Context: an optimization exercise on an open-source flow, tuned for small area and few clock cycles. The choices shown serve that exercise and are no tape-out recipe. Only simulation tests tie the RTL to the original design; equivalence was not proved. Power figures rest on the tool's default switching activity, not on a simulated workload.

==> flow/design.v (outline; a module is shown in full before it is edited, if it fits) <==
// module qdec_ctx_init: 4028 lines
module qdec_ctx_init (
    input clk,
    input rst_n,
    input  logic       ctx_init_start,
    input  logic [5:0] qp,
    output logic [9:0] ctx_init_addr,
    output logic [6:0] ctx_init_wdata,
    output logic       ctx_init_we,
    output logic       ctx_init_done_intr
);
  // ...
==> flow/run.sh <==
#!/bin/bash
# synth_recipe.tcl (not shown) runs the flow's synth.tcl, then flattens the netlist and writes it again
# the make line also repeats each setting of config.mk as NAME=value (left out here)
make -C /OpenROAD-flow-scripts/flow DESIGN_CONFIG=/design/flow/config.mk WORK_HOME=/design/flow/orfs CLKGATE_MAP_FILE= SYNTH_SCRIPT=/design/flow/synth_recipe.tcl finish
==> flow/config.mk <==
export PLATFORM = sky130hd
export DESIGN_NAME = qdec_ctx_init
export DESIGN_NICKNAME = qdec_ctx_init
export VERILOG_FILES = /design/flow/design.v
export SDC_FILE = /design/flow/constraint.sdc
export NUM_CORES = 4
export LEC_CHECK = 0
export CAP_MARGIN = 20
export CORE_MARGIN = 2
export CORE_UTILIZATION = 25
export SLEW_MARGIN = 20
export SYNTH_MEMORY_MAX_BITS = 65536
==> flow/constraint.sdc <==
create_clock -name core_clock -period 10.0 [get_ports {clk}]
set_input_delay 2.0000 -clock core_clock [delete_from_list [all_inputs] [get_ports {clk}]]
set_output_delay 2.0000 -clock core_clock [all_outputs]
set_load 0.01 [all_outputs]
==> PnR_summary.wiki, run 1 <==
{| class="wikitable"
! Metric !! Value
|-
| Filler Cells Inserted || 7997
|-
| Cell Area, Synth || 17800 µm²
|-
| Total Nets Final || 2679
|-
| Area growth syn-to-layout || 5.71%
|-
| Count of multi-input combinational gates || 2374
|-
| Post-synthesis share of cell area spent on and, or, nand and nor gates || 27.8%
|-
| Standard-cell rows || 97
|-
| Power density over the cells || 56.1 nW/µm²
|-
| Instance count after placement with tap cells included || 3545
|-
| Post-synthesis cell type count || 102
|-
| Slew Limit Fails || 0
|-
| Via count normalized by instance count || 7.31
|-
| Group with the largest share of power || clock
|-
| Highest-count cells in the layout ignoring fill and taps || 298 x sky130_fd_sc_hd__o21ai_0, 274 x sky130_fd_sc_hd__a21oi_1, 248 x sky130_fd_sc_hd__nor2_1, 241 x sky130_fd_sc_hd__nand2_1, 104 x sky130_fd_sc_hd__nand3_1
|-
| DIE AREA || 73500 µm²
|-
| Antenna cell count || 4
|-
| Critical path buffer and inverter count || 2
|-
| Sequential share of power || 29.8%
|-
| Cell family contributing the most delay on the critical path || compound AO/OA/AOI/OAI gates
|-
| Most Crowded Layer GR || met2
|-
| Outcome || finished clean
|-
| Post-detailed-routing wire length || 134000 µm
|-
| Crit path required time || 10.25 ns
|-
| Core area || 70300 µm²
|-
| Setup TNS Final || 0 ns
|}
Testbench counts, summed over its fixed seeds: cycles 36,488.
==> run 2, diff against run 1 <==
==> flow/design.v (replaced) <==
module qdec_ctx_init (
    input clk,
    input rst_n,
    input  logic       ctx_init_start,
    input  logic [5:0] qp,
    output logic [9:0] ctx_init_addr,
    output logic [6:0] ctx_init_wdata,
    output logic       ctx_init_we,
    output logic       ctx_init_done_intr
);
function automatic logic [7:0] ctx_init_value_rom(input logic [9:0] i);
    case(i)
    10'd0: ctx_init_value_rom = 8'd153;
    10'd1: ctx_init_value_rom = 8'd153;
    10'd2: ctx_init_value_rom = 8'd153;
    10'd3: ctx_init_value_rom = 8'd153;
    10'd4: ctx_init_value_rom = 8'd153;
    10'd5: ctx_init_value_rom = 8'd153;
    10'd6: ctx_init_value_rom = 8'd200;
    10'd7: ctx_init_value_rom = 8'd185;
    10'd8: ctx_init_value_rom = 8'd160;
    10'd9: ctx_init_value_rom = 8'd200;
    10'd10: ctx_init_value_rom = 8'd185;
    10'd11: ctx_init_value_rom = 8'd160;
    10'd12: ctx_init_value_rom = 8'd139;
    10'd13: ctx_init_value_rom = 8'd141;
    10'd14: ctx_init_value_rom = 8'd157;
    10'd15: ctx_init_value_rom = 8'd107;
    10'd16: ctx_init_value_rom = 8'd139;
    10'd17: ctx_init_value_rom = 8'd126;
    10'd18: ctx_init_value_rom = 8'd107;
    10'd19: ctx_init_value_rom = 8'd139;
    10'd20: ctx_init_value_rom = 8'd126;
    10'd21: ctx_init_value_rom = 8'd154;
    10'd22: ctx_init_value_rom = 8'd154;
    10'd23: ctx_init_value_rom = 8'd154;
    10'd24: ctx_init_value_rom = 8'd197;
    10'd25: ctx_init_value_rom = 8'd185;
    10'd26: ctx_init_value_rom = 8'd201;
    10'd27: ctx_init_value_rom = 8'd197;
    10'd28: ctx_init_value_rom = 8'd185;
    10'd29: ctx_init_value_rom = 8'd201;
    10'd30: ctx_init_value_rom = 8'd149;
    10'd31: ctx_init_value_rom = 8'd134;
    10'd32: ctx_init_value_rom = 8'd184;
    10'd33: ctx_init_value_rom = 8'd154;
    10'd34: ctx_init_value_rom = 8'd139;
    10'd35: ctx_init_value_rom = 8'd154;
    10'd36: ctx_init_value_rom = 8'd154;
    10'd37: ctx_init_value_rom = 8'd154;
    10'd38: ctx_init_value_rom = 8'd139;
    10'd39: ctx_init_value_rom = 8'd154;
    10'd40: ctx_init_value_rom = 8'd154;
    10'd41: ctx_init_value_rom = 8'd184;
    10'd42: ctx_init_value_rom = 8'd154;
    10'd43: ctx_init_value_rom = 8'd183;
    10'd44: ctx_init_value_rom = 8'd63;
    10'd45: ctx_init_value_rom = 8'd152;
    10'd46: ctx_init_value_rom = 8'd152;
    10'd47: ctx_init_value_rom = 8'd79;
    10'd48: ctx_init_value_rom = 8'd79;
    10'd49: ctx_init_value_rom = 8'd110;
    10'd50: ctx_init_value_rom = 8'd154;
    10'd51: ctx_init_value_rom = 8'd122;
    10'd52: ctx_init_value_rom = 8'd137;
    10'd53: ctx_init_value_rom = 8'd95;
    10'd54: ctx_init_value_rom = 8'd79;
    10'd55: ctx_init_value_rom = 8'd63;
    10'd56: ctx_init_value_rom = 8'd31;
    10'd57: ctx_init_value_rom = 8'd31;
    10'd58: ctx_init_value_rom = 8'd95;
    10'd59: ctx_init_value_rom = 8'd79;
    10'd60: ctx_init_value_rom = 8'd63;
    10'd61: ctx_init_value_rom = 8'd31;
    10'd62: ctx_init_value_rom = 8'd31;
    10'd63: ctx_init_value_rom = 8'd153;
    10'd64: ctx_init_value_rom = 8'd153;
    10'd65: ctx_init_value_rom = 8'd153;
    10'd66: ctx_init_value_rom = 8'd153;
    10'd67: ctx_init_value_rom = 8'd153;
    10'd68: ctx_init_value_rom = 8'd153;
    10'd69: ctx_init_value_rom = 8'd153;
    10'd70: ctx_init_value_rom = 8'd153;
    10'd71: ctx_init_value_rom = 8'd168;
    10'd72: ctx_init_value_rom = 8'd168;
    10'd73: ctx_init_value_rom = 8'd168;
    10'd74: ctx_init_value_rom = 8'd168;
    10'd75: ctx_init_value_rom = 8'd153;
    10'd76: ctx_init_value_rom = 8'd138;
    10'd77: ctx_init_value_rom = 8'd138;
    10'd78: ctx_init_value_rom = 8'd124;
    10'd79: ctx_init_value_rom = 8'd138;
    10'd80: ctx_init_value_rom = 8'd94;
    10'd81: ctx_init_value_rom = 8'd224;
    10'd82: ctx_init_value_rom = 8'd167;
    10'd83: ctx_init_value_rom = 8'd122;
    10'd84: ctx_init_value_rom = 8'd111;
    10'd85: ctx_init_value_rom = 8'd141;
    10'd86: ctx_init_value_rom = 8'd153;
    10'd87: ctx_init_value_rom = 8'd111;
    10'd88: ctx_init_value_rom = 8'd153;
    10'd89: ctx_init_value_rom = 8'd111;
    10'd90: ctx_init_value_rom = 8'd94;
    10'd91: ctx_init_value_rom = 8'd138;
    10'd92: ctx_init_value_rom = 8'd182;
    10'd93: ctx_init_value_rom = 8'd154;
    10'd94: ctx_init_value_rom = 8'd149;
    10'd95: ctx_init_value_rom = 8'd107;
    10'd96: ctx_init_value_rom = 8'd167;
    10'd97: ctx_init_value_rom = 8'd154;
    10'd98: ctx_init_value_rom = 8'd149;
    10'd99: ctx_init_value_rom = 8'd92;
    10'd100: ctx_init_value_rom = 8'd167;
    10'd101: ctx_init_value_rom = 8'd154;
    10'd102: ctx_init_value_rom = 8'd154;
    10'd103: ctx_init_value_rom = 8'd154;
    10'd104: ctx_init_value_rom = 8'd154;
    10'd105: ctx_init_value_rom = 8'd94;
    10'd106: ctx_init_value_rom = 8'd138;
    10'd107: ctx_init_value_rom = 8'd182;
    10'd108: ctx_init_value_rom = 8'd154;
    10'd109: ctx_init_value_rom = 8'd149;
    10'd110: ctx_init_value_rom = 8'd107;
    10'd111: ctx_init_value_rom = 8'd167;
    10'd112: ctx_init_value_rom = 8'd154;
    10'd113: ctx_init_value_rom = 8'd149;
    10'd114: ctx_init_value_rom = 8'd92;
    10'd115: ctx_init_value_rom = 8'd167;
    10'd116: ctx_init_value_rom = 8'd154;
    10'd117: ctx_init_value_rom = 8'd154;
    10'd118: ctx_init_value_rom = 8'd154;
    10'd119: ctx_init_value_rom = 8'd154;
    10'd120: ctx_init_value_rom = 8'd140;
    10'd121: ctx_init_value_rom = 8'd198;
    10'd122: ctx_init_value_rom = 8'd169;
    10'd123: ctx_init_value_rom = 8'd198;
    10'd124: ctx_init_value_rom = 8'd140;
    10'd125: ctx_init_value_rom = 8'd198;
    10'd126: ctx_init_value_rom = 8'd169;
    10'd127: ctx_init_value_rom = 8'd198;
    10'd128: ctx_init_value_rom = 8'd154;
    10'd129: ctx_init_value_rom = 8'd154;
    10'd130: ctx_init_value_rom = 8'd154;
    10'd131: ctx_init_value_rom = 8'd154;
    10'd132: ctx_init_value_rom = 8'd154;
    10'd133: ctx_init_value_rom = 8'd154;
    10'd134: ctx_init_value_rom = 8'd139;
    10'd135: ctx_init_value_rom = 8'd139;
    10'd136: ctx_init_value_rom = 8'd139;
    10'd137: ctx_init_value_rom = 8'd139;
    10'd138: ctx_init_value_rom = 8'd139;
    10'd139: ctx_init_value_rom = 8'd139;
    10'd140: ctx_init_value_rom = 8'd110;
    10'd141: ctx_init_value_rom = 8'd110;
    10'd142: ctx_init_value_rom = 8'd124;
    10'd143: ctx_init_value_rom = 8'd125;
    10'd144: ctx_init_value_rom = 8'd140;
    10'd145: ctx_init_value_rom = 8'd153;
    10'd146: ctx_init_value_rom = 8'd125;
    10'd147: ctx_init_value_rom = 8'd127;
    10'd148: ctx_init_value_rom = 8'd140;
    10'd149: ctx_init_value_rom = 8'd109;
    10'd150: ctx_init_value_rom = 8'd111;
    10'd151: ctx_init_value_rom = 8'd143;
    10'd152: ctx_init_value_rom = 8'd127;
    10'd153: ctx_init_value_rom = 8'd111;
    10'd154: ctx_init_value_rom = 8'd79;
    10'd155: ctx_init_value_rom = 8'd108;
    10'd156: ctx_init_value_rom = 8'd123;
    10'd157: ctx_init_value_rom = 8'd63;
    10'd158: ctx_init_value_rom = 8'd125;
    10'd159: ctx_init_value_rom = 8'd110;
    10'd160: ctx_init_value_rom = 8'd94;
    10'd161: ctx_init_value_rom = 8'd110;
    10'd162: ctx_init_value_rom = 8'd95;
    10'd163: ctx_init_value_rom = 8'd79;
    10'd164: ctx_init_value_rom = 8'd125;
    10'd165: ctx_init_value_rom = 8'd111;
    10'd166: ctx_init_value_rom = 8'd110;
    10'd167: ctx_init_value_rom = 8'd78;
    10'd168: ctx_init_value_rom = 8'd110;
    10'd169: ctx_init_value_rom = 8'd111;
    10'd170: ctx_init_value_rom = 8'd111;
    10'd171: ctx_init_value_rom = 8'd95;
    10'd172: ctx_init_value_rom = 8'd94;
    10'd173: ctx_init_value_rom = 8'd108;
    10'd174: ctx_init_value_rom = 8'd123;
    10'd175: ctx_init_value_rom = 8'd108;
    10'd176: ctx_init_value_rom = 8'd125;
    10'd177: ctx_init_value_rom = 8'd110;
    10'd178: ctx_init_value_rom = 8'd124;
    10'd179: ctx_init_value_rom = 8'd110;
    10'd180: ctx_init_value_rom = 8'd95;
    10'd181: ctx_init_value_rom = 8'd94;
    10'd182: ctx_init_value_rom = 8'd125;
    10'd183: ctx_init_value_rom = 8'd111;
    10'd184: ctx_init_value_rom = 8'd111;
    10'd185: ctx_init_value_rom = 8'd79;
    10'd186: ctx_init_value_rom = 8'd125;
    10'd187: ctx_init_value_rom = 8'd126;
    10'd188: ctx_init_value_rom = 8'd111;
    10'd189: ctx_init_value_rom = 8'd111;
    10'd190: ctx_init_value_rom = 8'd79;
    10'd191: ctx_init_value_rom = 8'd108;
    10'd192: ctx_init_value_rom = 8'd123;
    10'd193: ctx_init_value_rom = 8'd93;
    10'd194: ctx_init_value_rom = 8'd110;
    10'd195: ctx_init_value_rom = 8'd110;
    10'd196: ctx_init_value_rom = 8'd124;
    10'd197: ctx_init_value_rom = 8'd125;
    10'd198: ctx_init_value_rom = 8'd140;
    10'd199: ctx_init_value_rom = 8'd153;
    10'd200: ctx_init_value_rom = 8'd125;
    10'd201: ctx_init_value_rom = 8'd127;
    10'd202: ctx_init_value_rom = 8'd140;
    10'd203: ctx_init_value_rom = 8'd109;
    10'd204: ctx_init_value_rom = 8'd111;
    10'd205: ctx_init_value_rom = 8'd143;
    10'd206: ctx_init_value_rom = 8'd127;
    10'd207: ctx_init_value_rom = 8'd111;
    10'd208: ctx_init_value_rom = 8'd79;
    10'd209: ctx_init_value_rom = 8'd108;
    10'd210: ctx_init_value_rom = 8'd123;
    10'd211: ctx_init_value_rom = 8'd63;
    10'd212: ctx_init_value_rom = 8'd125;
    10'd213: ctx_init_value_rom = 8'd110;
    10'd214: ctx_init_value_rom = 8'd94;
    10'd215: ctx_init_value_rom = 8'd110;
    10'd216: ctx_init_value_rom = 8'd95;
    10'd217: ctx_init_value_rom = 8'd79;
    10'd218: ctx_init_value_rom = 8'd125;
    10'd219: ctx_init_value_rom = 8'd111;
    10'd220: ctx_init_value_rom = 8'd110;
    10'd221: ctx_init_value_rom = 8'd78;
    10'd222: ctx_init_value_rom = 8'd110;
    10'd223: ctx_init_value_rom = 8'd111;
    10'd224: ctx_init_value_rom = 8'd111;
    10'd225: ctx_init_value_rom = 8'd95;
    10'd226: ctx_init_value_rom = 8'd94;
    10'd227: ctx_init_value_rom = 8'd108;
    10'd228: ctx_init_value_rom = 8'd123;
    10'd229: ctx_init_value_rom = 8'd108;
    10'd230: ctx_init_value_rom = 8'd125;
    10'd231: ctx_init_value_rom = 8'd110;
    10'd232: ctx_init_value_rom = 8'd124;
    10'd233: ctx_init_value_rom = 8'd110;
    10'd234: ctx_init_value_rom = 8'd95;
    10'd235: ctx_init_value_rom = 8'd94;
    10'd236: ctx_init_value_rom = 8'd125;
    10'd237: ctx_init_value_rom = 8'd111;
    10'd238: ctx_init_value_rom = 8'd111;
    10'd239: ctx_init_value_rom = 8'd79;
    10'd240: ctx_init_value_rom = 8'd125;
    10'd241: ctx_init_value_rom = 8'd126;
    10'd242: ctx_init_value_rom = 8'd111;
    10'd243: ctx_init_value_rom = 8'd111;
    10'd244: ctx_init_value_rom = 8'd79;
    10'd245: ctx_init_value_rom = 8'd108;
    10'd246: ctx_init_value_rom = 8'd123;
    10'd247: ctx_init_value_rom = 8'd93;
    10'd248: ctx_init_value_rom = 8'd91;
    10'd249: ctx_init_value_rom = 8'd171;
    10'd250: ctx_init_value_rom = 8'd134;
    10'd251: ctx_init_value_rom = 8'd141;
    10'd252: ctx_init_value_rom = 8'd121;
    10'd253: ctx_init_value_rom = 8'd140;
    10'd254: ctx_init_value_rom = 8'd61;
    10'd255: ctx_init_value_rom = 8'd154;
    10'd256: ctx_init_value_rom = 8'd121;
    10'd257: ctx_init_value_rom = 8'd140;
    10'd258: ctx_init_value_rom = 8'd61;
    10'd259: ctx_init_value_rom = 8'd154;
    10'd260: ctx_init_value_rom = 8'd111;
    10'd261: ctx_init_value_rom = 8'd111;
    10'd262: ctx_init_value_rom = 8'd125;
    10'd263: ctx_init_value_rom = 8'd110;
    10'd264: ctx_init_value_rom = 8'd110;
    10'd265: ctx_init_value_rom = 8'd94;
    10'd266: ctx_init_value_rom = 8'd124;
    10'd267: ctx_init_value_rom = 8'd108;
    10'd268: ctx_init_value_rom = 8'd124;
    10'd269: ctx_init_value_rom = 8'd107;
    10'd270: ctx_init_value_rom = 8'd125;
    10'd271: ctx_init_value_rom = 8'd141;
    10'd272: ctx_init_value_rom = 8'd179;
    10'd273: ctx_init_value_rom = 8'd153;
    10'd274: ctx_init_value_rom = 8'd125;
    10'd275: ctx_init_value_rom = 8'd107;
    10'd276: ctx_init_value_rom = 8'd125;
    10'd277: ctx_init_value_rom = 8'd141;
    10'd278: ctx_init_value_rom = 8'd179;
    10'd279: ctx_init_value_rom = 8'd153;
    10'd280: ctx_init_value_rom = 8'd125;
    10'd281: ctx_init_value_rom = 8'd107;
    10'd282: ctx_init_value_rom = 8'd125;
    10'd283: ctx_init_value_rom = 8'd141;
    10'd284: ctx_init_value_rom = 8'd179;
    10'd285: ctx_init_value_rom = 8'd153;
    10'd286: ctx_init_value_rom = 8'd125;
    10'd287: ctx_init_value_rom = 8'd140;
    10'd288: ctx_init_value_rom = 8'd139;
    10'd289: ctx_init_value_rom = 8'd182;
    10'd290: ctx_init_value_rom = 8'd182;
    10'd291: ctx_init_value_rom = 8'd152;
    10'd292: ctx_init_value_rom = 8'd136;
    10'd293: ctx_init_value_rom = 8'd152;
    10'd294: ctx_init_value_rom = 8'd136;
    10'd295: ctx_init_value_rom = 8'd153;
    10'd296: ctx_init_value_rom = 8'd136;
    10'd297: ctx_init_value_rom = 8'd139;
    10'd298: ctx_init_value_rom = 8'd111;
    10'd299: ctx_init_value_rom = 8'd136;
    10'd300: ctx_init_value_rom = 8'd139;
    10'd301: ctx_init_value_rom = 8'd111;
    10'd302: ctx_init_value_rom = 8'd155;
    10'd303: ctx_init_value_rom = 8'd154;
    10'd304: ctx_init_value_rom = 8'd139;
    10'd305: ctx_init_value_rom = 8'd153;
    10'd306: ctx_init_value_rom = 8'd139;
    10'd307: ctx_init_value_rom = 8'd123;
    10'd308: ctx_init_value_rom = 8'd123;
    10'd309: ctx_init_value_rom = 8'd63;
    10'd310: ctx_init_value_rom = 8'd153;
    10'd311: ctx_init_value_rom = 8'd166;
    10'd312: ctx_init_value_rom = 8'd183;
    10'd313: ctx_init_value_rom = 8'd140;
    10'd314: ctx_init_value_rom = 8'd136;
    10'd315: ctx_init_value_rom = 8'd153;
    10'd316: ctx_init_value_rom = 8'd154;
    10'd317: ctx_init_value_rom = 8'd166;
    10'd318: ctx_init_value_rom = 8'd183;
    10'd319: ctx_init_value_rom = 8'd140;
    10'd320: ctx_init_value_rom = 8'd136;
    10'd321: ctx_init_value_rom = 8'd153;
    10'd322: ctx_init_value_rom = 8'd154;
    10'd323: ctx_init_value_rom = 8'd166;
    10'd324: ctx_init_value_rom = 8'd183;
    10'd325: ctx_init_value_rom = 8'd140;
    10'd326: ctx_init_value_rom = 8'd136;
    10'd327: ctx_init_value_rom = 8'd153;
    10'd328: ctx_init_value_rom = 8'd154;
    10'd329: ctx_init_value_rom = 8'd170;
    10'd330: ctx_init_value_rom = 8'd153;
    10'd331: ctx_init_value_rom = 8'd123;
    10'd332: ctx_init_value_rom = 8'd123;
    10'd333: ctx_init_value_rom = 8'd107;
    10'd334: ctx_init_value_rom = 8'd121;
    10'd335: ctx_init_value_rom = 8'd107;
    10'd336: ctx_init_value_rom = 8'd121;
    10'd337: ctx_init_value_rom = 8'd167;
    10'd338: ctx_init_value_rom = 8'd151;
    10'd339: ctx_init_value_rom = 8'd183;
    10'd340: ctx_init_value_rom = 8'd140;
    10'd341: ctx_init_value_rom = 8'd151;
    10'd342: ctx_init_value_rom = 8'd183;
    10'd343: ctx_init_value_rom = 8'd140;
    10'd344: ctx_init_value_rom = 8'd170;
    10'd345: ctx_init_value_rom = 8'd154;
    10'd346: ctx_init_value_rom = 8'd139;
    10'd347: ctx_init_value_rom = 8'd153;
    10'd348: ctx_init_value_rom = 8'd139;
    10'd349: ctx_init_value_rom = 8'd123;
    10'd350: ctx_init_value_rom = 8'd123;
    10'd351: ctx_init_value_rom = 8'd63;
    10'd352: ctx_init_value_rom = 8'd124;
    10'd353: ctx_init_value_rom = 8'd166;
    10'd354: ctx_init_value_rom = 8'd183;
    10'd355: ctx_init_value_rom = 8'd140;
    10'd356: ctx_init_value_rom = 8'd136;
    10'd357: ctx_init_value_rom = 8'd153;
    10'd358: ctx_init_value_rom = 8'd154;
    10'd359: ctx_init_value_rom = 8'd166;
    10'd360: ctx_init_value_rom = 8'd183;
    10'd361: ctx_init_value_rom = 8'd140;
    10'd362: ctx_init_value_rom = 8'd136;
    10'd363: ctx_init_value_rom = 8'd153;
    10'd364: ctx_init_value_rom = 8'd154;
    10'd365: ctx_init_value_rom = 8'd166;
    10'd366: ctx_init_value_rom = 8'd183;
    10'd367: ctx_init_value_rom = 8'd140;
    10'd368: ctx_init_value_rom = 8'd136;
    10'd369: ctx_init_value_rom = 8'd153;
    10'd370: ctx_init_value_rom = 8'd154;
    10'd371: ctx_init_value_rom = 8'd170;
    10'd372: ctx_init_value_rom = 8'd153;
    10'd373: ctx_init_value_rom = 8'd138;
    10'd374: ctx_init_value_rom = 8'd138;
    10'd375: ctx_init_value_rom = 8'd122;
    10'd376: ctx_init_value_rom = 8'd121;
    10'd377: ctx_init_value_rom = 8'd122;
    10'd378: ctx_init_value_rom = 8'd121;
    10'd379: ctx_init_value_rom = 8'd167;
    10'd380: ctx_init_value_rom = 8'd151;
    10'd381: ctx_init_value_rom = 8'd183;
    10'd382: ctx_init_value_rom = 8'd140;
    10'd383: ctx_init_value_rom = 8'd151;
    10'd384: ctx_init_value_rom = 8'd183;
    10'd385: ctx_init_value_rom = 8'd140;
    10'd386: ctx_init_value_rom = 8'd141;
    10'd387: ctx_init_value_rom = 8'd111;
    10'd388: ctx_init_value_rom = 8'd140;
    10'd389: ctx_init_value_rom = 8'd140;
    10'd390: ctx_init_value_rom = 8'd140;
    10'd391: ctx_init_value_rom = 8'd140;
    10'd392: ctx_init_value_rom = 8'd140;
    10'd393: ctx_init_value_rom = 8'd92;
    10'd394: ctx_init_value_rom = 8'd137;
    10'd395: ctx_init_value_rom = 8'd138;
    10'd396: ctx_init_value_rom = 8'd140;
    10'd397: ctx_init_value_rom = 8'd152;
    10'd398: ctx_init_value_rom = 8'd138;
    10'd399: ctx_init_value_rom = 8'd139;
    10'd400: ctx_init_value_rom = 8'd153;
    10'd401: ctx_init_value_rom = 8'd74;
    10'd402: ctx_init_value_rom = 8'd149;
    10'd403: ctx_init_value_rom = 8'd92;
    10'd404: ctx_init_value_rom = 8'd139;
    10'd405: ctx_init_value_rom = 8'd107;
    10'd406: ctx_init_value_rom = 8'd122;
    10'd407: ctx_init_value_rom = 8'd152;
    10'd408: ctx_init_value_rom = 8'd140;
    10'd409: ctx_init_value_rom = 8'd179;
    10'd410: ctx_init_value_rom = 8'd166;
    10'd411: ctx_init_value_rom = 8'd182;
    10'd412: ctx_init_value_rom = 8'd140;
    10'd413: ctx_init_value_rom = 8'd227;
    10'd414: ctx_init_value_rom = 8'd122;
    10'd415: ctx_init_value_rom = 8'd197;
    10'd416: ctx_init_value_rom = 8'd154;
    10'd417: ctx_init_value_rom = 8'd196;
    10'd418: ctx_init_value_rom = 8'd196;
    10'd419: ctx_init_value_rom = 8'd167;
    10'd420: ctx_init_value_rom = 8'd154;
    10'd421: ctx_init_value_rom = 8'd152;
    10'd422: ctx_init_value_rom = 8'd167;
    10'd423: ctx_init_value_rom = 8'd182;
    10'd424: ctx_init_value_rom = 8'd182;
    10'd425: ctx_init_value_rom = 8'd134;
    10'd426: ctx_init_value_rom = 8'd149;
    10'd427: ctx_init_value_rom = 8'd136;
    10'd428: ctx_init_value_rom = 8'd153;
    10'd429: ctx_init_value_rom = 8'd121;
    10'd430: ctx_init_value_rom = 8'd136;
    10'd431: ctx_init_value_rom = 8'd137;
    10'd432: ctx_init_value_rom = 8'd169;
    10'd433: ctx_init_value_rom = 8'd194;
    10'd434: ctx_init_value_rom = 8'd166;
    10'd435: ctx_init_value_rom = 8'd167;
    10'd436: ctx_init_value_rom = 8'd154;
    10'd437: ctx_init_value_rom = 8'd167;
    10'd438: ctx_init_value_rom = 8'd137;
    10'd439: ctx_init_value_rom = 8'd182;
    10'd440: ctx_init_value_rom = 8'd154;
    10'd441: ctx_init_value_rom = 8'd196;
    10'd442: ctx_init_value_rom = 8'd167;
    10'd443: ctx_init_value_rom = 8'd167;
    10'd444: ctx_init_value_rom = 8'd154;
    10'd445: ctx_init_value_rom = 8'd152;
    10'd446: ctx_init_value_rom = 8'd167;
    10'd447: ctx_init_value_rom = 8'd182;
    10'd448: ctx_init_value_rom = 8'd182;
    10'd449: ctx_init_value_rom = 8'd134;
    10'd450: ctx_init_value_rom = 8'd149;
    10'd451: ctx_init_value_rom = 8'd136;
    10'd452: ctx_init_value_rom = 8'd153;
    10'd453: ctx_init_value_rom = 8'd121;
    10'd454: ctx_init_value_rom = 8'd136;
    10'd455: ctx_init_value_rom = 8'd122;
    10'd456: ctx_init_value_rom = 8'd169;
    10'd457: ctx_init_value_rom = 8'd208;
    10'd458: ctx_init_value_rom = 8'd166;
    10'd459: ctx_init_value_rom = 8'd167;
    10'd460: ctx_init_value_rom = 8'd154;
    10'd461: ctx_init_value_rom = 8'd152;
    10'd462: ctx_init_value_rom = 8'd167;
    10'd463: ctx_init_value_rom = 8'd182;
    10'd464: ctx_init_value_rom = 8'd138;
    10'd465: ctx_init_value_rom = 8'd153;
    10'd466: ctx_init_value_rom = 8'd136;
    10'd467: ctx_init_value_rom = 8'd167;
    10'd468: ctx_init_value_rom = 8'd152;
    10'd469: ctx_init_value_rom = 8'd152;
    10'd470: ctx_init_value_rom = 8'd107;
    10'd471: ctx_init_value_rom = 8'd167;
    10'd472: ctx_init_value_rom = 8'd91;
    10'd473: ctx_init_value_rom = 8'd122;
    10'd474: ctx_init_value_rom = 8'd107;
    10'd475: ctx_init_value_rom = 8'd167;
    10'd476: ctx_init_value_rom = 8'd107;
    10'd477: ctx_init_value_rom = 8'd167;
    10'd478: ctx_init_value_rom = 8'd91;
    10'd479: ctx_init_value_rom = 8'd107;
    10'd480: ctx_init_value_rom = 8'd107;
    10'd481: ctx_init_value_rom = 8'd167;
    10'd482: ctx_init_value_rom = 8'd139;
    10'd483: ctx_init_value_rom = 8'd139;
    10'd484: ctx_init_value_rom = 8'd139;
    10'd485: ctx_init_value_rom = 8'd139;
    10'd486: ctx_init_value_rom = 8'd139;
    10'd487: ctx_init_value_rom = 8'd139;
    10'd488: ctx_init_value_rom = 8'd139;
    10'd489: ctx_init_value_rom = 8'd139;
    10'd490: ctx_init_value_rom = 8'd154;
    10'd491: ctx_init_value_rom = 8'd154;
    10'd492: ctx_init_value_rom = 8'd154;
    10'd493: ctx_init_value_rom = 8'd154;
    10'd494: ctx_init_value_rom = 8'd154;
    10'd495: ctx_init_value_rom = 8'd154;
    10'd496: ctx_init_value_rom = 8'd154;
    10'd497: ctx_init_value_rom = 8'd154;
    10'd498: ctx_init_value_rom = 8'd154;
    10'd499: ctx_init_value_rom = 8'd154;
    10'd500: ctx_init_value_rom = 8'd154;
    10'd501: ctx_init_value_rom = 8'd154;
    10'd502: ctx_init_value_rom = 8'd154;
    10'd503: ctx_init_value_rom = 8'd154;
    10'd504: ctx_init_value_rom = 8'd154;
    10'd505: ctx_init_value_rom = 8'd154;
    10'd506: ctx_init_value_rom = 8'd154;
    10'd507: ctx_init_value_rom = 8'd154;
    10'd508: ctx_init_value_rom = 8'd154;
    10'd509: ctx_init_value_rom = 8'd154;
    10'd510: ctx_init_value_rom = 8'd154;
    10'd511: ctx_init_value_rom = 8'd154;
    10'd512: ctx_init_value_rom = 8'd154;
    10'd513: ctx_init_value_rom = 8'd154;
    10'd514: ctx_init_value_rom = 8'd154;
    10'd515: ctx_init_value_rom = 8'd154;
    10'd516: ctx_init_value_rom = 8'd154;
    10'd517: ctx_init_value_rom = 8'd154;
    10'd518: ctx_init_value_rom = 8'd154;
    10'd519: ctx_init_value_rom = 8'd154;
    10'd520: ctx_init_value_rom = 8'd154;
    10'd521: ctx_init_value_rom = 8'd154;
    10'd522: ctx_init_value_rom = 8'd154;
    10'd523: ctx_init_value_rom = 8'd154;
    10'd524: ctx_init_value_rom = 8'd154;
    10'd525: ctx_init_value_rom = 8'd154;
    10'd526: ctx_init_value_rom = 8'd154;
    10'd527: ctx_init_value_rom = 8'd154;
    10'd528: ctx_init_value_rom = 8'd154;
    10'd529: ctx_init_value_rom = 8'd154;
    10'd530: ctx_init_value_rom = 8'd154;
    10'd531: ctx_init_value_rom = 8'd154;
    10'd532: ctx_init_value_rom = 8'd154;
    10'd533: ctx_init_value_rom = 8'd154;
    10'd534: ctx_init_value_rom = 8'd154;
    10'd535: ctx_init_value_rom = 8'd154;
    10'd536: ctx_init_value_rom = 8'd154;
    10'd537: ctx_init_value_rom = 8'd154;
    10'd538: ctx_init_value_rom = 8'd154;
    10'd539: ctx_init_value_rom = 8'd154;
    10'd540: ctx_init_value_rom = 8'd154;
    10'd541: ctx_init_value_rom = 8'd154;
    10'd542: ctx_init_value_rom = 8'd154;
    10'd543: ctx_init_value_rom = 8'd154;
    10'd544: ctx_init_value_rom = 8'd154;
    10'd545: ctx_init_value_rom = 8'd154;
    10'd546: ctx_init_value_rom = 8'd154;
    10'd547: ctx_init_value_rom = 8'd154;
    10'd548: ctx_init_value_rom = 8'd154;
    10'd549: ctx_init_value_rom = 8'd154;
    10'd550: ctx_init_value_rom = 8'd154;
    10'd551: ctx_init_value_rom = 8'd154;
    10'd552: ctx_init_value_rom = 8'd154;
    10'd553: ctx_init_value_rom = 8'd154;
    10'd554: ctx_init_value_rom = 8'd154;
    10'd555: ctx_init_value_rom = 8'd154;
    10'd556: ctx_init_value_rom = 8'd154;
    10'd557: ctx_init_value_rom = 8'd154;
    10'd558: ctx_init_value_rom = 8'd154;
    10'd559: ctx_init_value_rom = 8'd154;
    10'd560: ctx_init_value_rom = 8'd154;
    10'd561: ctx_init_value_rom = 8'd154;
    10'd562: ctx_init_value_rom = 8'd154;
    10'd563: ctx_init_value_rom = 8'd154;
    10'd564: ctx_init_value_rom = 8'd154;
    10'd565: ctx_init_value_rom = 8'd154;
    10'd566: ctx_init_value_rom = 8'd154;
    default: ctx_init_value_rom = 8'd0;
    endcase
endfunction
logic [9:0] cnt, cnt_next;
logic       run;
logic       last;
assign last     = (cnt == 10'd566);
assign cnt_next = ctx_init_start ? 10'd0 : cnt + 10'd1;
always_ff @(posedge clk) cnt <= cnt_next;
always_ff @(posedge clk)
    if (!rst_n) run <= 1'b0;
    else run <= ctx_init_start | (run & ~last);
logic [7:0] init_value_next;
logic [3:0] slope_u, offset_r;
assign init_value_next = ctx_init_value_rom(cnt_next);
always_ff @(posedge clk) begin
    slope_u  <= init_value_next[7:4] + 4'd7;
    offset_r <= init_value_next[3:0];
end
logic [7:0]  qp5;
logic [12:0] y;
logic [8:0]  yq;
logic [6:0]  pre_c;
assign qp5   = {2'd0, qp} + {qp, 2'b00};
assign y     = {10'd0, slope_u[2:0]} * {5'd0, qp5} - (slope_u[3] ? {2'b0, qp5, 3'b000} : 13'd0)
             + {2'd0, offset_r, 7'd0} + 13'd4096;
assign yq    = y[12:4];
assign pre_c = (yq < 9'd273) ? 7'd1 : (yq > 9'd398) ? 7'd126 : (yq[6:0] - 7'd16);
assign ctx_init_addr      = cnt;
assign ctx_init_wdata     = {pre_c[5:0] ^ {6{~pre_c[6]}}, pre_c[6]};
assign ctx_init_we        = run;
assign ctx_init_done_intr = run & last;
endmodule
==> flow/config.mk (replaced) <==
export PLATFORM = sky130hd
export DESIGN_NAME = qdec_ctx_init
export DESIGN_NICKNAME = qdec_ctx_init
export VERILOG_FILES = /design/flow/design.v
export SDC_FILE = /design/flow/constraint.sdc
export NUM_CORES = 4
export LEC_CHECK = 0
export ABC_AREA = 1
export CAP_MARGIN = 20
export CORE_MARGIN = 2
export CORE_UTILIZATION = 50
export SLEW_MARGIN = 20
export SYNTH_MEMORY_MAX_BITS = 65536
==> run 2 against run 1 <==
Sequential power is 74% lower. Highest routed layer unchanged. First-iteration DRC count decreased by 69%. Via count down 66%. Global-route usage increased by 9.1 points. Clock skew fell by 0.039 ns.
==> PnR_summary.wiki, run 2 <==
{| class="wikitable"
! Metric !! Value
|-
| Biggest register || cnt (was counter_scan_d)
|-
| Minimum clock period after layout || 9.61 ns (was 5.06 ns)
|-
| Worst reg2reg path startpoint || cnt[0] (was init_value_shrink[0])
|-
| Outcome || finished clean (unchanged)
|-
| H-tree depth || 1 (was 3)
|-
| Worst-skew pair later-pin latency || 0.26 ns (was 0.42 ns)
|-
| Slew at the pin closest to its max-slew limit || 1.03 ns (was 1.22 ns)
|-
| Standard-cell rows || 42 (was 97)
|-
| Clock sink count || 19 (was 74)
|-
| Cell internal pwr || 0.448 mW (was 0.610 mW)
|-
| Final clock period utilization by the worst path || 96.1% (was 50.6%)
|-
| Max reg flops || 10 (was 20)
|-
| First-pass GRT wire length || 47200 µm (was 186000 µm)
|-
| Hold path startpoint || run (was counter_scan_d[0][3])
|-
| Number of max-cap violations || 0 (unchanged)
|-
| Number of synthesized register bits || 19 (was 74)
|-
| Initial antenna violation count || 0 (was 7)
|-
| Largest registers || cnt: 10 flops, offset_r: 4 flops, slope_u: 4 flops (was counter_scan_d: 20 flops, counter_scan: 10 flops, ctx_init_addr: 10 flops)
|-
| Fmax achieved || 0.104 GHz (was 0.198 GHz)
|-
| Crit path capture type || output pin (was register)
|-
| Count of buffers inserted at the top-level ports || 27 (unchanged)
|-
| Final count of negative-setup-slack endpoints || 0 (unchanged)
|-
| Total Nets Final || 1272 (was 2679)
|-
| Post-detail-place hpwl || 22800 µm (was 90600 µm)
|-
| DIE AREA || 14200 µm² (was 73500 µm²)
|-
| Worst setup path start || qp[0] (was init_value_shrink[0])
|-
| Cell Area, Synth || 6640 µm² (was 17800 µm²)
|-
| Residual DRC count || 0 (unchanged)
|-
| Slew Limit Fails || 0 (unchanged)
|-
| Total Power || 0.924 mW (was 1.06 mW)
|-
| I/O pin total || 28 (unchanged)
|-
| Most common cell after layout, fill and taps aside || sky130_fd_sc_hd__nand2_1 (was sky130_fd_sc_hd__o21ai_0)
|-
| Total gr overflow || 0 (unchanged)
|-
| Fraction of power consumed by combinational cells || 81.8% (was 34.7%)
|-
| Top area cells in the synthesized netlist || sky130_fd_sc_hd__nand2_1 23%, sky130_fd_sc_hd__nand3_1 13%, sky130_fd_sc_hd__ha_1 9.0% (was sky130_fd_sc_hd__o21ai_0 8.4%, sky130_fd_sc_hd__dfxtp_1 8.3%, sky130_fd_sc_hd__a21oi_1 7.7%)
|-
| Violation count after the first detailed-route iteration || 1734 (was 5533)
|-
| Routed WL per cell || 23.1 µm (was 37.5 µm)
|-
| Proportion of register bits with asynchronous set or reset after synthesis || 0% (unchanged)
|-
| Maximum buffer depth of the clock tree || 2 (unchanged)
|-
| Placer congestion estimate || 1.13 (was 1.11)
|-
| Clk Tree Root Cell || sky130_fd_sc_hd__clkbuf_16 (unchanged)
|-
| Library cell occupying the most area in the post-synthesis netlist || sky130_fd_sc_hd__nand2_1 (was sky130_fd_sc_hd__o21ai_0)
|-
| Switching share of power || 51.5% (was 42.3%)
|-
| Crit path required time || 8.00 ns (was 10.25 ns)
|-
| Final core utilization || 53.3% (was 26.8%)
|-
| Worst R2R Setup Slack || 4.96 ns (was 4.94 ns)
|-
| Kind of launch point of the worst setup path || primary input (was register)
|-
| Class of the most critical hold timing path || reg -> reg (unchanged)
|-
| Design area || 6970 µm² (was 18800 µm²)
|-
| Number of iterations in the first detailed-routing pass || 9 (was 8)
|-
| Net switching power figure || 0.476 mW (was 0.448 mW)
|-
| Dominant cell by count in the synthesized netlist || sky130_fd_sc_hd__nand2_1 (was sky130_fd_sc_hd__o21ai_0)
|-
| Static leakage power || 3.54 nW (was 6.17 nW)
|-
| Highest-count cells in the layout ignoring fill and taps || 407 x sky130_fd_sc_hd__nand2_1, 169 x sky130_fd_sc_hd__nand3_1, 127 x sky130_fd_sc_hd__inv_1, 89 x sky130_fd_sc_hd__nor2_1, 71 x sky130_fd_sc_hd__o21ai_0 (was 298 x sky130_fd_sc_hd__o21ai_0, 274 x sky130_fd_sc_hd__a21oi_1, 248 x sky130_fd_sc_hd__nor2_1, 241 x sky130_fd_sc_hd__nand2_1, 104 x sky130_fd_sc_hd__nand3_1)
|-
| Yosys Warn Count || 1 (was 2)
|-
| Post-detailed-routing wire length || 31800 µm (was 134000 µm)
|-
| Starting density of the core || 50.8% (was 25.4%)
|-
| Antenna cell count || 0 (was 4)
|-
| Synthesized net count || 1283 (was 2888)
|-
| Clock-pin slew of the registers on the worst-case setup and hold paths || 0.06 ns (was 0.12 ns)
|-
| Area growth syn-to-layout || 4.94% (was 5.71%)
|-
| Horizontal extent of the die || 119 µm (was 271 µm)
|-
| Sequential share of power || 8.8% (was 29.8%)
|-
| Chip Height || 119 µm (was 271 µm)
|-
| Cts bufs inserted || 3 (was 9)
|-
| Count of antenna-violating nets left after detailed routing || 0 (unchanged)
|-
| Fraction of the yosys area taken by sequential cells || 5.73% (was 8.31%)
|-
| Dominant synthesized flop cell || sky130_fd_sc_hd__dfxtp_1 (unchanged)
|-
| Mean instance size in the synthesized netlist || 5.49 µm² (was 6.31 µm²)
|-
| Post-placement cell area || 6830 µm² (was 18500 µm²)
|-
| Post-synth top cells || 408 x sky130_fd_sc_hd__nand2_1, 169 x sky130_fd_sc_hd__nand3_1, 127 x sky130_fd_sc_hd__inv_1, 90 x sky130_fd_sc_hd__nor2_1, 71 x sky130_fd_sc_hd__o21ai_0 (was 298 x sky130_fd_sc_hd__o21ai_0, 275 x sky130_fd_sc_hd__a21oi_1, 252 x sky130_fd_sc_hd__nor2_1, 241 x sky130_fd_sc_hd__nand2_1, 194 x sky130_fd_sc_hd__clkbuf_1)
|-
| Final hold viol count || 0 (unchanged)
|-
| RSZ-0062 raised after global routing || false (unchanged)
|-
| Global router's overall resource usage || 43.9% (was 34.9%)
|-
| Post-route non-filler standard cell count || 1374 (was 3565)
|-
| Share of the synthesized area in the top cell type || 23.1% (was 8.37%)
|-
| Core area || 13100 µm² (was 70300 µm²)
|-
| Post-synth EDFFs || 0 (unchanged)
|-
| Cells after synthesis || 1210 (was 2826)
|-
| Clock group share of total power || 9.4% (was 35.5%)
|-
| VDD IR-drop max || 149 µV (was 78.5 µV)
|-
| Instance count after placement with tap cells included || 1369 (was 3545)
|-
| Setup Skew || 0.00808 ns (was 0.0470 ns)
|-
| Fraction of layout instances using a drive strength above 1 || 5.51% (was 7.97%)
|-
| Start-to-end type of the worst setup path || in -> out (was reg -> reg)
|-
| Vias post-DR || 8869 (was 26100)
|-
| Via count normalized by instance count || 6.45 (was 7.31)
|-
| Post-synthesis cell type count || 49 (was 102)
|-
| Clock tree from TritonCTS || built (unchanged)
|-
| Setup TNS Final || 0 ns (unchanged)
|-
| Crit-path max FO || 5 (was 22)
|-
| Power density over the cells || 133 nW/µm² (was 56.1 nW/µm²)
|-
| Worst endpoint data arrival time || 7.61 ns (was 5.31 ns)
|-
| Largest net degree at the start of global routing || 73 (was 120)
|-
| Headroom to the max-slew limit || 31.5% (was 16.7%)
|-
| Vias in the first global route || 7940 (was 23600)
|}
-- run 2: worst max-delay path, cell delays in order --
cell and delay (ns):
sky130_fd_sc_hd__clkdlybuf4s50_1 0.52, sky130_fd_sc_hd__ha_2 0.21, sky130_fd_sc_hd__fa_2 0.47, sky130_fd_sc_hd__nand2_1 0.08
sky130_fd_sc_hd__inv_1 0.05, sky130_fd_sc_hd__fa_1 0.48, sky130_fd_sc_hd__inv_1 0.06, sky130_fd_sc_hd__fa_1 0.53
sky130_fd_sc_hd__inv_1 0.04, sky130_fd_sc_hd__ha_1 0.34, sky130_fd_sc_hd__a21oi_2 0.18, sky130_fd_sc_hd__o21ai_0 0.09
sky130_fd_sc_hd__o21bai_2 0.22, sky130_fd_sc_hd__xor2_1 0.17, sky130_fd_sc_hd__ha_2 0.21, sky130_fd_sc_hd__inv_1 0.06
sky130_fd_sc_hd__fa_1 0.41, sky130_fd_sc_hd__or2_2 0.31, sky130_fd_sc_hd__nand2_1 0.11, sky130_fd_sc_hd__nand2_1 0.10
sky130_fd_sc_hd__nor3_1 0.20, sky130_fd_sc_hd__nand3_1 0.11, sky130_fd_sc_hd__o21ai_0 0.13, sky130_fd_sc_hd__a21boi_2 0.12
sky130_fd_sc_hd__buf_4 0.16, sky130_fd_sc_hd__nand3_1 0.08, sky130_fd_sc_hd__dlymetal6s2s_1 0.18
-- run 2: final cells by class --
class	count	area (µm²)
repair buffers	41	393
clock buffers	3	75.1
inverters	133	499
well taps	176	220
clock inverters	1	7.51
multi-input cells	1001	5390
flip-flops and latches	19	380
fillers	1444	6120
-- run 2: kinds of logic (layout without fill, tap and decap cells) --
| group | count (synthesis) | count (layout) | share of synthesized area, % |
|---|---|---|---|
| buffers and inverters | 190 | 178 | 13.6 |
| AOI/OAI and AO/OA | 194 | 194 | 16.9 |
| and+or+nand+nor | 725 | 725 | 47.5 |
| adders and majority gates | 64 | 64 | 13.9 |
| xor gates and xnor gates | 18 | 18 | 2.37 |
| DFF | 19 | 19 | 5.73 |
-- run 2: routing by layer --
metal / wire length [µm] / global-route usage [%]
met1: 10900 / 52.6
met2: 13200 / 65.9
met3: 4720 / 14.5
met4: 2930 / 30.5
met5: 55 / 3.31
-- run 2: metrics by stage --
step	worst slack (ns)	hold WS [ns]
2_1_floorplan	1.21	0.506
3_3_place_gp	-0.00644	0.475
3_5_place_dp	-0.128	0.480
4_1_cts	-0.00101	0.489
5_1_grt	0.0304	0.520
6_report	0.386	0.486
-- run 2: path summary, 6_finish.rpt --
check,endpoint,depth (start not counted)
worst max register to register,slope_u[2],23
worst max-delay path,ctx_init_wdata[5],27
worst min-delay path,run,2
worst min register to register,run,2
-- run 2: power by group through the flow --
stage	sequential [mW]	combinational (mW)	clock (mW)
after detailed placement	0.0829	0.727	0
after CTS	0.0812	0.739	0.0886
after global routing	0.0817	0.825	0.0908
after global placement	0.0828	0.721	0
final	0.0812	0.756	0.0867
after floorplan	0.0825	0.459	0
-- run 2: repair_timing --
action,in CTS,in global routing
buffers inserted,0,1
hold buffers,0,0
endpoints found under the setup margin,6,7
resized for setup,1,13
pin swaps,0,2
Testbench counts of run 2, summed over its fixed seeds: cycles 36,296.

==> afterwards: timing with drivers on the ports <==
Ports are ideal in the flow. The routed layouts listed here were re-timed in OpenROAD.
Step 1 (the two cells are an assumption about what drives the block):
set clk [get_ports {clk}]
set_driving_cell -lib_cell sky130_fd_sc_hd__clkbuf_16 $clk
set_driving_cell -lib_cell sky130_fd_sc_hd__buf_2 [delete_from_list [all_inputs] $clk]
Step 2 moves the port delays by t, midway between the first and last clock arrival at a register: inputs arrive t later, outputs are due t later. That takes back most of the time a late clock gives input paths.
Three values: no drivers, after step 1, after step 2; two values: the first two.
| run | shift t [ns] | setup WS [ns] | worst register clock-pin slew, ns | pins driven straight from the clock port |
|---|---|---|---|---|
| run 1 | 0.456 | 4.937 / 4.937 / 4.937 | 0.12 / 0.12 | 1 |
| run 2 | 0.302 | 0.386 / 0.364 / 0.364 | 0.06 / 0.06 | 1 |
After both steps setup and hold are still met in every run listed. For run 2, which loses most, drivers alone change the setup slack by -0.022 ns; drivers and shift together by -0.022 ns.
